From an optimization exercise on the open Yosys and OpenROAD flow, aimed at small area; shortcuts taken in it are not production practice. In this exercise RTL edits were held to simulation tests only and were not proved equivalent to the original. No driver is modelled on the clock port, so clocking that relies on it looks cheaper here than on a real chip. No activity file was given, so power comes from the tool's default toggle rates.

Setup of oak:
==> flow/design.v (excerpt) <==
module Top_Module(
    input clk,  
    input rst,  
    input sw,  
    input btnC,  
    input btnU,   
    input btnR,   
    output [3:0] an,
    output [6:0] seg,
    output [7:0] led  
    );
For scale: ~220 cells after synthesis, roughly 25 I/O pins, ~2000 sq um of cells after synthesis.
==> module Top_Module, before the edit <==
module Top_Module(
    input clk,  
    input rst,  
    input sw,  
    input btnC,  
    input btnU,   
    input btnR,   
    output [3:0] an,
    output [6:0] seg,
    output [7:0] led  
    );
    reg [5:0] lo;
    reg [1:0] hi;
    wire lo_end = (lo == 6'd0);       
    always @(posedge clk)
        if (rst) lo <= 6'd1;
        else lo <= {lo[4:0], lo[5] ^ lo[4] ^ (lo[4:0] == 5'd0)};
    always @(posedge clk)
        if (rst) hi <= 2'd0;
        else if (lo_end) hi <= hi + 2'd1;
    wire strobe = lo_end & (&hi);                     
    wire first  = (lo == 6'b000010) & (hi == 2'd0);   
    reg qc1, qc2, qu1, qu2, qr1, qr2;
    always @(posedge clk)
        if (rst) {qc1, qc2, qu1, qu2, qr1, qr2} <= 6'd0;
        else if (strobe) {qc1, qc2, qu1, qu2, qr1, qr2} <= {btnC, qc1, btnU, qu1, btnR, qr1};
    wire clr   = rst | (qc1 & ~qc2);
    wire minup = first & qr1 & ~qr2;
    wire hrup  = first & qu1 & ~qu2 & ~minup;
    reg [14:0] clkc;                  
    reg [3:0] s1, m1, h1;             
    reg [2:0] s2, m2;                 
    reg [1:0] h2;                     
    wire s1_9 = s1[3] & s1[0];
    wire s2_5 = s2[2] & s2[0];
    wire m1_9 = (m1[3] & m1[2]);
    wire m2_5 = (m2[2] & m2[0]);
    wire h1_9 = (h1[3] & h1[2]);
    wire h_23 = (~h2[0]) & ((h1[2] & h1[1]));
    wire run    = sw & ~minup & ~hrup;           
    wire sec_up = run & (&clkc);                 
    wire s2_up  = sec_up & s1_9;
    wire min_c  = s2_up & s2_5;                  
    wire min_up = minup | min_c;
    wire m2_up  = min_up & m1_9;
    wire hr_up  = hrup | (min_c & m1_9 & m2_5);
    wire h2_up  = hr_up & (h1_9 | h_23);
    function [3:0] inc9(input [3:0] q);
        inc9 = {(q[3] & ~q[0]) | (q[2] & q[1] & q[0]), q[2] ^ (q[1] & q[0]), (q[1] ^ q[0]) & ~q[3], ~q[0]};
    endfunction
    function [2:0] inc5(input [2:0] q);
        inc5 = {(q[2] & ~q[0]) | (q[1] & q[0]), (q[1] ^ q[0]) & ~q[2], ~q[0]};
    endfunction
    function [3:0] cinc9(input [3:0] q);
        cinc9 = {(~q[3] & q[2] & q[0]) | (q[3] & ~q[2]),
                 ~q[0], (~q[3] & ~q[2]) | (~q[2] & ~q[1] & q[0]), ~q[1]};
    endfunction
    function [2:0] cinc5(input [2:0] q);
        cinc5 = {~q[0], ~q[2], ~q[1]};
    endfunction
    function [1:0] cinc2(input [1:0] q);
        cinc2 = {q[0], ~q[1] | ~q[0]};
    endfunction
    always @(posedge clk)
    begin
        if (clr) clkc <= 15'd0;
        else if (run) clkc <= clkc + 15'd1;
        if (clr) s1 <= 4'd0;
        else if (sec_up) s1 <= inc9(s1);
        if (clr) s2 <= 3'd0;
        else if (s2_up) s2 <= inc5(s2);
        if (clr) m1 <= 4'b0001;
        else if (min_up) m1 <= cinc9(m1);
        if (clr) m2 <= 3'b001;
        else if (m2_up) m2 <= cinc5(m2);
        if (clr) h1 <= 4'b0001;
        else if (hr_up) h1 <= h_23 ? 4'b0001 : cinc9(h1);
        if (clr) h2 <= 2'b01;
        else if (h2_up) h2 <= h_23 ? 2'b01 : cinc2(h2);
    end
    reg [3:0] dig;
    always @(posedge clk)
        if (rst) dig <= 4'b0111;
        else if (lo_end)
            case (hi)
                2'd0: dig <= {2'b00, h2};
                2'd1: dig <= h1;
                2'd2: dig <= {1'b0, m2};
                default: dig <= m1;
            endcase
    wire blank = (dig[2] & dig[1] & dig[0]);      
    assign an = blank ? 4'b1111 :
                (hi == 2'd1) ? 4'b0111 :
                (hi == 2'd2) ? 4'b1011 :
                (hi == 2'd3) ? 4'b1101 : 4'b1110;
    wire [3:0] d = dig;
    assign seg[6] = (~d[3] & ~d[1] & ~d[0]) | (~d[3] & d[1] & d[0]);
    assign seg[5] = (~d[3] & d[2] & d[0]) | (d[3] & ~d[2] & ~d[1] & d[0]);
    assign seg[4] = (~d[3] & ~d[2] & ~d[0]) | (d[2] & d[1] & d[0]);
    assign seg[3] = (~d[3] & ~d[1] & ~d[0]) | (d[1] & d[0]);
    assign seg[2] = d[2] | (d[1] & d[0]);
    assign seg[1] = d[1];
    assign seg[0] = (~d[3] & ~d[2] & ~d[1]) | (d[1] & d[0]);
    assign led = {1'b0, s2, s1};
endmodule
==> flow/config.mk <==
export PLATFORM = sky130hd
export DESIGN_NAME = Top_Module
export DESIGN_NICKNAME = Top_Module
export VERILOG_FILES = /design/flow/design.v
export SDC_FILE = /design/flow/constraint.sdc
export NUM_CORES = 4
export LEC_CHECK = 0
export CAP_MARGIN = 0
export CORE_AREA = 2.3 2.72 59.8 59.84
export DIE_AREA = 0 0 62 62
export PLACE_DENSITY = 0.8
export SLEW_MARGIN = 0
==> flow/constraint.sdc <==
create_clock -name core_clock -period 20.0 [get_ports {clk}]
set_input_delay 4.0000 -clock core_clock [delete_from_list [all_inputs] [get_ports {clk}]]
set_output_delay 4.0000 -clock core_clock [all_outputs]
set_load 0.01 [all_outputs]
standard.sh (not shown) runs the stock make flow with config.mk's settings and CLKGATE_MAP_FILE= SYNTH_SCRIPT=/design/flow/synth_recipe.tcl, a recipe that flattens the netlist after the stock synthesis.
==> flow/flow/run.sh <==
#!/bin/bash
# Own layout flow: the standard synthesis, its combinational logic re-mapped
# for area (flip-flops untouched; twelve ABC runs with different seeds and mapping settings, each
# proven equal to the standard netlist, the smallest kept), then the standard
# floorplan and placement with the smallest buffer on each port, a flat
# clock buffering (cts_manual.tcl) and the standard routing and finish.
# Each tool's output goes to its own log in this folder.
set -euo pipefail
W=$(pwd)
R=$W/orfs/results/$FLOW_PLATFORM/Top_Module/base
LIB=$FLOW_HOME/platforms/sky130hd/lib/sky130_fd_sc_hd__tt_025C_1v80.lib

bash standard.sh synth > $W/log_1_synth_standard.log 2>&1
cp $R/1_2_yosys.v $W/netlist_standard.v

remap() {
  local s=$1
  local seed=$s
  local nf="-a -R 1000"
  if (( s % 2 == 0 )); then nf="-a -R 1000 -C 32 -F 8 -A 8 -p"; fi
  sed -e "s#@SEED@#$seed#" -e "s#@NF@#$nf#g" flow/area.abc > $W/area_$s.abc
  sed -e "s#@LIB@#$LIB#g" -e "s#@IN@#$W/netlist_standard.v#" -e "s#@OUT@#$W/netlist_area_$s.v#" \
      -e "s#@ABC@#$W/area_$s.abc#" -e "s#@STAT@#$W/netlist_area_stat_$s.txt#" flow/resynth.ys > $W/resynth_$s.ys
  sed -e "s#@LIB@#$LIB#g" -e "s#@GOLD@#$W/netlist_standard.v#" -e "s#@GATE@#$W/netlist_area_$s.v#" \
      flow/equiv.ys > $W/equiv_$s.ys
  if yosys -s $W/resynth_$s.ys > $W/log_2_resynth_$s.log 2>&1 && \
     yosys -s $W/equiv_$s.ys > $W/log_3_equiv_$s.log 2>&1; then
    grep "Chip area" $W/netlist_area_stat_$s.txt | awk '{print $NF}' > $W/area_ok_$s.txt
  fi
}
CANDIDATES="1 2 3 4 5 6 7 8 9 10 11 12"
for batch in "1 2 3 4" "5 6 7 8" "9 10 11 12"; do
  for s in $batch; do remap $s & done
  wait
done

best=""; best_area=""
for s in $CANDIDATES; do
  if [[ -s $W/area_ok_$s.txt ]]; then
    a=$(cat $W/area_ok_$s.txt)
    echo "seed $s: area $a (proven equal)"
    if [[ -z $best ]] || awk -v a=$a -v b=$best_area 'BEGIN{exit !(a < b)}'; then best=$s; best_area=$a; fi
  else
    echo "seed $s: failed or not proven"
  fi
done
if [[ -n $best ]]; then
  echo "using the re-mapped netlist of seed $best ($best_area um2)"
  cp $W/netlist_area_$best.v $R/1_2_yosys.v
  rm -f $R/1_synth.odb
  bash standard.sh synth > $W/log_4_synth_odb.log 2>&1
else
  echo "keeping the standard netlist"
fi

bash standard.sh "BUFFER_PORTS_ARGS=-buffer_cell sky130_fd_sc_hd__buf_1" place > $W/log_5_place.log 2>&1
RESULTS=$R CLK_GROUPS=3 CLK_BUF=sky130_fd_sc_hd__clkbuf_8 \
  openroad -no_init -exit flow/cts_manual.tcl > $W/log_6_cts_manual.log 2>&1
bash standard.sh finish > $W/log_7_route_finish.log 2>&1
Other scripts of this flow, unchanged in this note and not shown: flow/flow/area.abc, flow/flow/cts_manual.tcl, flow/flow/equiv.ys, flow/flow/resynth.ys
The following lists how pine was set up differently from oak:
--- a/flow/design.v
+++ b/flow/design.v
@@ -248,17 +248,18 @@
     reg [3:0] s1, m1, h1;             
     reg [2:0] s2, m2;                 
     reg [1:0] h2;                     
     wire s1_9 = s1[3] & s1[0];
     wire s2_5 = s2[2] & s2[0];
     wire m1_9 = (m1[3] & m1[2]);
-    wire m2_5 = (m2[2] & m2[0]);
+    wire m2_5 = (m2[2] & m2[1]);
     wire h1_9 = (h1[3] & h1[2]);
-    wire h_23 = (~h2[0]) & ((h1[2] & h1[1]));
+    wire h_23 = (~h2[1]) & ((h1[2] & ~h1[0]));
     wire run    = sw & ~minup & ~hrup;           
-    wire sec_up = run & (&clkc);                 
+    wire clkc_z = (clkc[13:0] == 14'd0);
+    wire sec_up = run & clkc_z & ~clkc[14];      
     wire s2_up  = sec_up & s1_9;
     wire min_c  = s2_up & s2_5;                  
     wire min_up = minup | min_c;
     wire m2_up  = min_up & m1_9;
     wire hr_up  = hrup | (min_c & m1_9 & m2_5);
     wire h2_up  = hr_up & (h1_9 | h_23);
@@ -266,57 +267,57 @@
         inc9 = {(q[3] & ~q[0]) | (q[2] & q[1] & q[0]), q[2] ^ (q[1] & q[0]), (q[1] ^ q[0]) & ~q[3], ~q[0]};
     endfunction
     function [2:0] inc5(input [2:0] q);
         inc5 = {(q[2] & ~q[0]) | (q[1] & q[0]), (q[1] ^ q[0]) & ~q[2], ~q[0]};
     endfunction
     function [3:0] cinc9(input [3:0] q);
-        cinc9 = {(~q[3] & q[2] & q[0]) | (q[3] & ~q[2]),
-                 ~q[0], (~q[3] & ~q[2]) | (~q[2] & ~q[1] & q[0]), ~q[1]};
+        cinc9 = {(~q[3] & q[2] & q[1]) | (q[3] & ~q[2]),
+                 ~q[1], q[0], (q[3] & ~q[1]) | (q[3] & ~q[0]) | q[2]};
     endfunction
     function [2:0] cinc5(input [2:0] q);
-        cinc5 = {~q[0], ~q[2], ~q[1]};
+        cinc5 = {~q[1], q[0], q[2]};
     endfunction
     function [1:0] cinc2(input [1:0] q);
-        cinc2 = {q[0], ~q[1] | ~q[0]};
+        cinc2 = {~q[1] | q[0], ~q[1]};
     endfunction
     always @(posedge clk)
     begin
-        if (clr) clkc <= 15'd0;
-        else if (run) clkc <= clkc + 15'd1;
+        if (clr) clkc <= 15'd1;
+        else if (run) clkc <= {clkc[13:0], clkc[14] ^ clkc[13] ^ clkc_z};
         if (clr) s1 <= 4'd0;
         else if (sec_up) s1 <= inc9(s1);
         if (clr) s2 <= 3'd0;
         else if (s2_up) s2 <= inc5(s2);
-        if (clr) m1 <= 4'b0001;
+        if (clr) m1 <= 4'b0011;
         else if (min_up) m1 <= cinc9(m1);
-        if (clr) m2 <= 3'b001;
+        if (clr) m2 <= 3'b011;
         else if (m2_up) m2 <= cinc5(m2);
-        if (clr) h1 <= 4'b0001;
-        else if (hr_up) h1 <= h_23 ? 4'b0001 : cinc9(h1);
-        if (clr) h2 <= 2'b01;
-        else if (h2_up) h2 <= h_23 ? 2'b01 : cinc2(h2);
+        if (clr) h1 <= 4'b0011;
+        else if (hr_up) h1 <= h_23 ? 4'b0011 : cinc9(h1);
+        if (clr) h2 <= 2'b11;
+        else if (h2_up) h2 <= h_23 ? 2'b11 : cinc2(h2);
     end
     reg [3:0] dig;
     always @(posedge clk)
-        if (rst) dig <= 4'b0111;
+        if (rst) dig <= 4'b0110;
         else if (lo_end)
             case (hi)
                 2'd0: dig <= {2'b00, h2};
                 2'd1: dig <= h1;
                 2'd2: dig <= {1'b0, m2};
                 default: dig <= m1;
             endcase
-    wire blank = (dig[2] & dig[1] & dig[0]);      
+    wire blank = (dig[2] & dig[1] & ~dig[0]);      
     assign an = blank ? 4'b1111 :
                 (hi == 2'd1) ? 4'b0111 :
                 (hi == 2'd2) ? 4'b1011 :
                 (hi == 2'd3) ? 4'b1101 : 4'b1110;
     wire [3:0] d = dig;
-    assign seg[6] = (~d[3] & ~d[1] & ~d[0]) | (~d[3] & d[1] & d[0]);
-    assign seg[5] = (~d[3] & d[2] & d[0]) | (d[3] & ~d[2] & ~d[1] & d[0]);
-    assign seg[4] = (~d[3] & ~d[2] & ~d[0]) | (d[2] & d[1] & d[0]);
-    assign seg[3] = (~d[3] & ~d[1] & ~d[0]) | (d[1] & d[0]);
-    assign seg[2] = d[2] | (d[1] & d[0]);
-    assign seg[1] = d[1];
-    assign seg[0] = (~d[3] & ~d[2] & ~d[1]) | (d[1] & d[0]);
+    assign seg[6] = (~d[3] & ~d[1] & d[0]) | (~d[3] & d[1] & ~d[0]);
+    assign seg[5] = (~d[3] & d[2] & d[1]) | (d[3] & ~d[2] & d[1] & d[0]);
+    assign seg[4] = (~d[3] & ~d[2] & ~d[1]) | (d[2] & d[1] & ~d[0]);
+    assign seg[3] = (~d[3] & ~d[1] & d[0]) | (d[1] & ~d[0]);
+    assign seg[2] = d[2] | (d[1] & ~d[0]);
+    assign seg[1] = ~d[0];
+    assign seg[0] = (~d[3] & ~d[2] & d[1]) | (d[1] & ~d[0]);
     assign led = {1'b0, s2, s1};
 endmodule
## What came out
Routed length on met2: oak and pine compared, lower one is pine. Summary: with oak as the reference, first-iteration DRC count in pine moved down by more than 10%. pine: number of cell instances on the worst register-to-register path 3 below oak. Total power is higher on oak. In the tables for oak and pine, ratio of final minimum period to clock period reads lower with pine. Per the comparison of pine with oak, final worst setup slack now sits higher, net load switching power -23%, final area dropped 0.69%.

Top_Module, a different RTL version from the one above (not shown whole).
Size: roughly 210 cells after synthesis, ~25 I/O pins.
==> module Top_Module, before the edit <==
module Top_Module(
    input clk,  
    input rst,  
    input sw,  
    input btnC,  
    input btnU,   
    input btnR,   
    output [3:0] an,
    output [6:0] seg,
    output [7:0] led  
    );
    reg [5:0] lo;
    reg [1:0] hi;
    wire lo_end = (lo == 6'd0);       
    always @(posedge clk)
        if (rst) lo <= 6'd1;
        else lo <= {lo[4:0], lo[5] ^ lo[4] ^ (lo[4:0] == 5'd0)};
    always @(posedge clk)
        if (rst) hi <= 2'd0;
        else if (lo_end) hi <= hi + 2'd1;
    wire strobe = lo_end & (&hi);                     
    wire first  = (lo == 6'b000010) & (hi == 2'd0);   
    reg qc1, qc2, qu1, qu2, qr1, qr2;
    always @(posedge clk)
        if (rst) {qc1, qc2, qu1, qu2, qr1, qr2} <= 6'd0;
        else if (strobe) {qc1, qc2, qu1, qu2, qr1, qr2} <= {btnC, qc1, btnU, qu1, btnR, qr1};
    wire clr   = rst | (qc1 & ~qc2);
    wire minup = first & qr1 & ~qr2;
    wire hrup  = first & qu1 & ~qu2 & ~minup;
    reg [14:0] clkc;                  
    reg [3:0] s1, m1, h1;             
    reg [2:0] s2, m2;                 
    reg [1:0] h2;                     
    wire s1_9 = s1[3] & s1[0];
    wire s2_5 = s2[2] & s2[0];
    wire m1_9 = m1[3] & m1[2];
    wire m2_5 = m2[2] & ~m2[1];
    wire h1_9 = h1[3] & h1[2];
    wire h_23 = h2[1] & h1[2] & h1[0];
    wire run    = sw & ~minup & ~hrup;           
    wire clkc_z = (clkc[13:0] == 14'd0);
    wire sec_up = run & clkc_z & ~clkc[14];      
    wire s2_up  = sec_up & s1_9;
    wire min_c  = s2_up & s2_5;                  
    wire min_up = minup | min_c;
    wire m2_up  = min_up & m1_9;
    wire hr_up  = hrup | (min_c & m1_9 & m2_5);
    wire h2_up  = hr_up & (h1_9 | h_23);
    function [3:0] inc9(input [3:0] q);
        inc9 = {(q[3] & ~q[0]) | (q[2] & q[1] & q[0]), q[2] ^ (q[1] & q[0]), (q[1] ^ q[0]) & ~q[3], ~q[0]};
    endfunction
    function [2:0] inc5(input [2:0] q);
        inc5 = {(q[2] & ~q[0]) | (q[1] & q[0]), (q[1] ^ q[0]) & ~q[2], ~q[0]};
    endfunction
    function [3:0] cinc9(input [3:0] q);
        cinc9 = {(~q[3] & q[2] & ~q[1]) | (q[3] & ~q[2]), q[1], q[0],
                 (~q[3] & ~q[2]) | (~q[2] & ~q[1] & ~q[0])};
    endfunction
    function [2:0] cinc5(input [2:0] q);
        cinc5 = {q[1], q[0], ~q[2]};
    endfunction
    function [1:0] cinc2(input [1:0] q);
        cinc2 = {~q[1] & q[0], ~q[1]};
    endfunction
    always @(posedge clk)
    begin
        if (clr) clkc <= 15'd1;
        else if (run) clkc <= {clkc[13:0], clkc[14] ^ clkc[13] ^ clkc_z};
        if (clr) s1 <= 4'd0;
        else if (sec_up) s1 <= inc9(s1);
        if (clr) s2 <= 3'd0;
        else if (s2_up) s2 <= inc5(s2);
        if (clr) m1 <= 4'd0;
        else if (min_up) m1 <= cinc9(m1);
        if (clr) m2 <= 3'd0;
        else if (m2_up) m2 <= cinc5(m2);
        if (clr) h1 <= 4'd0;
        else if (hr_up) h1 <= h_23 ? 4'd0 : cinc9(h1);
        if (clr) h2 <= 2'd0;
        else if (h2_up) h2 <= h_23 ? 2'd0 : cinc2(h2);
    end
    reg [3:0] dig;
    always @(posedge clk)
        if (rst) dig <= 4'b0101;
        else if (lo_end)
            case (hi)
                2'd0: dig <= {2'b00, h2};
                2'd1: dig <= h1;
                2'd2: dig <= {1'b0, m2};
                default: dig <= m1;
            endcase
    wire blank = dig[2] & ~dig[1] & dig[0];      
    assign an = blank ? 4'b1111 :
                (hi == 2'd1) ? 4'b0111 :
                (hi == 2'd2) ? 4'b1011 :
                (hi == 2'd3) ? 4'b1101 : 4'b1110;
    wire [3:0] d = dig;
    assign seg[6] = (~d[3] & ~d[1] & d[0]) | (~d[3] & d[1] & ~d[0]);
    assign seg[5] = (~d[3] & d[2] & ~d[1]) | (d[3] & ~d[2] & ~d[1] & ~d[0]);
    assign seg[4] = (~d[3] & ~d[2] & d[1]) | (d[2] & ~d[1] & d[0]);
    assign seg[3] = (~d[3] & d[1] & ~d[0]) | (~d[1] & d[0]);
    assign seg[2] = d[2] | (~d[1] & d[0]);
    assign seg[1] = d[0];
    assign seg[0] = (~d[3] & ~d[2] & ~d[1]) | (~d[1] & d[0]);
    assign led = {1'b0, s2, s1};
endmodule
Settings: LEC_CHECK=0, CAP_MARGIN=0, CORE_AREA=2.3 2.72 59.8 59.84, DIE_AREA=0 0 62 62, PLACE_DENSITY=0.8, SLEW_MARGIN=0; clock period 20.0 ns.
Scripts as last shown in full above: flow/flow/run.sh
Other scripts of this flow, unchanged in this note and not shown: flow/flow/area.abc, flow/flow/cts_manual.tcl, flow/flow/equiv.ys, flow/flow/resynth.ys
Rerun with:
--- a/flow/design.v
+++ b/flow/design.v
@@ -250,10 +250,10 @@
     reg [1:0] h2;                     
     wire s1_9 = s1[3] & s1[0];
     wire s2_5 = s2[2] & s2[0];
-    wire m1_9 = m1[3] & m1[2];
-    wire m2_5 = m2[2] & ~m2[1];
-    wire h1_9 = h1[3] & h1[2];
-    wire h_23 = h2[1] & h1[2] & h1[0];
+    wire m1_9 = (m1[3] & m1[2]);
+    wire m2_5 = (m2[2] & m2[0]);
+    wire h1_9 = (h1[3] & h1[2]);
+    wire h_23 = (~h2[0]) & ((h1[2] & h1[1]));
     wire run    = sw & ~minup & ~hrup;           
     wire clkc_z = (clkc[13:0] == 14'd0);
     wire sec_up = run & clkc_z & ~clkc[14];      
@@ -270,14 +270,14 @@
         inc5 = {(q[2] & ~q[0]) | (q[1] & q[0]), (q[1] ^ q[0]) & ~q[2], ~q[0]};
     endfunction
     function [3:0] cinc9(input [3:0] q);
-        cinc9 = {(~q[3] & q[2] & ~q[1]) | (q[3] & ~q[2]), q[1], q[0],
-                 (~q[3] & ~q[2]) | (~q[2] & ~q[1] & ~q[0])};
+        cinc9 = {(~q[3] & q[2] & q[0]) | (q[3] & ~q[2]),
+                 ~q[0], (~q[3] & ~q[2]) | (~q[2] & ~q[1] & q[0]), ~q[1]};
     endfunction
     function [2:0] cinc5(input [2:0] q);
-        cinc5 = {q[1], q[0], ~q[2]};
+        cinc5 = {~q[0], ~q[2], ~q[1]};
     endfunction
     function [1:0] cinc2(input [1:0] q);
-        cinc2 = {~q[1] & q[0], ~q[1]};
+        cinc2 = {q[0], ~q[1] | ~q[0]};
     endfunction
     always @(posedge clk)
     begin
@@ -287,18 +287,18 @@
         else if (sec_up) s1 <= inc9(s1);
         if (clr) s2 <= 3'd0;
         else if (s2_up) s2 <= inc5(s2);
-        if (clr) m1 <= 4'd0;
+        if (clr) m1 <= 4'b0001;
         else if (min_up) m1 <= cinc9(m1);
-        if (clr) m2 <= 3'd0;
+        if (clr) m2 <= 3'b001;
         else if (m2_up) m2 <= cinc5(m2);
-        if (clr) h1 <= 4'd0;
-        else if (hr_up) h1 <= h_23 ? 4'd0 : cinc9(h1);
-        if (clr) h2 <= 2'd0;
-        else if (h2_up) h2 <= h_23 ? 2'd0 : cinc2(h2);
+        if (clr) h1 <= 4'b0001;
+        else if (hr_up) h1 <= h_23 ? 4'b0001 : cinc9(h1);
+        if (clr) h2 <= 2'b01;
+        else if (h2_up) h2 <= h_23 ? 2'b01 : cinc2(h2);
     end
     reg [3:0] dig;
     always @(posedge clk)
-        if (rst) dig <= 4'b0101;
+        if (rst) dig <= 4'b0111;
         else if (lo_end)
             case (hi)
                 2'd0: dig <= {2'b00, h2};
@@ -306,18 +306,18 @@
                 2'd2: dig <= {1'b0, m2};
                 default: dig <= m1;
             endcase
-    wire blank = dig[2] & ~dig[1] & dig[0];      
+    wire blank = (dig[2] & dig[1] & dig[0]);      
     assign an = blank ? 4'b1111 :
                 (hi == 2'd1) ? 4'b0111 :
                 (hi == 2'd2) ? 4'b1011 :
                 (hi == 2'd3) ? 4'b1101 : 4'b1110;
     wire [3:0] d = dig;
-    assign seg[6] = (~d[3] & ~d[1] & d[0]) | (~d[3] & d[1] & ~d[0]);
-    assign seg[5] = (~d[3] & d[2] & ~d[1]) | (d[3] & ~d[2] & ~d[1] & ~d[0]);
-    assign seg[4] = (~d[3] & ~d[2] & d[1]) | (d[2] & ~d[1] & d[0]);
-    assign seg[3] = (~d[3] & d[1] & ~d[0]) | (~d[1] & d[0]);
-    assign seg[2] = d[2] | (~d[1] & d[0]);
-    assign seg[1] = d[0];
-    assign seg[0] = (~d[3] & ~d[2] & ~d[1]) | (~d[1] & d[0]);
+    assign seg[6] = (~d[3] & ~d[1] & ~d[0]) | (~d[3] & d[1] & d[0]);
+    assign seg[5] = (~d[3] & d[2] & d[0]) | (d[3] & ~d[2] & ~d[1] & d[0]);
+    assign seg[4] = (~d[3] & ~d[2] & ~d[0]) | (d[2] & d[1] & d[0]);
+    assign seg[3] = (~d[3] & ~d[1] & ~d[0]) | (d[1] & d[0]);
+    assign seg[2] = d[2] | (d[1] & d[0]);
+    assign seg[1] = d[1];
+    assign seg[0] = (~d[3] & ~d[2] & ~d[1]) | (d[1] & d[0]);
     assign led = {1'b0, s2, s1};
 endmodule
After rerunning: The changed run finished with timing, DRC and antenna clean; cell area drops by 0.74%; global-route usage drops by 0.45 points; setup slack degrades by 540 ps; fmax drops by 7.5%; via count climbs by 1.0%; sequential share of layout area climbs by 0.36 points; non-clock buffer count does not change; power drops by 3.9%.

-- port drivers added, routing unchanged --
Ports are ideal in the flow. The routed layouts listed here were re-timed in OpenROAD.
Step 1: set_driving_cell puts a clkbuf_16 on clk and a buf_2 on each other input, an assumption about the parent block.
Step 2 adds t to the input delays and takes it off the output delays; t is the mean of the earliest and latest rising clock arrival at the registers after step 1. Input paths then give back, and output paths get back, about the clock's delay inside the block.
Three values: no drivers, after step 1, after step 2; two values: the first two.
| run | t (ns) | setup WS [ns] | worst hold slack (ns) |
|---|---|---|---|
| oak | 0.198 | 11.811 / 11.830 / 11.632 | 0.470 / 0.470 / 0.470 |
| pine | 0.199 | 13.063 / 13.083 / 12.884 | 0.478 / 0.478 / 0.478 |
| the first run of note 2 | 0.198 | 13.337 / 13.357 / 13.159 | 0.483 / 0.483 / 0.483 |
| the second run of note 2 | 0.197 | 12.797 / 12.817 / 12.620 | 0.483 / 0.483 / 0.483 |
After both steps setup and hold are still met in every run listed.
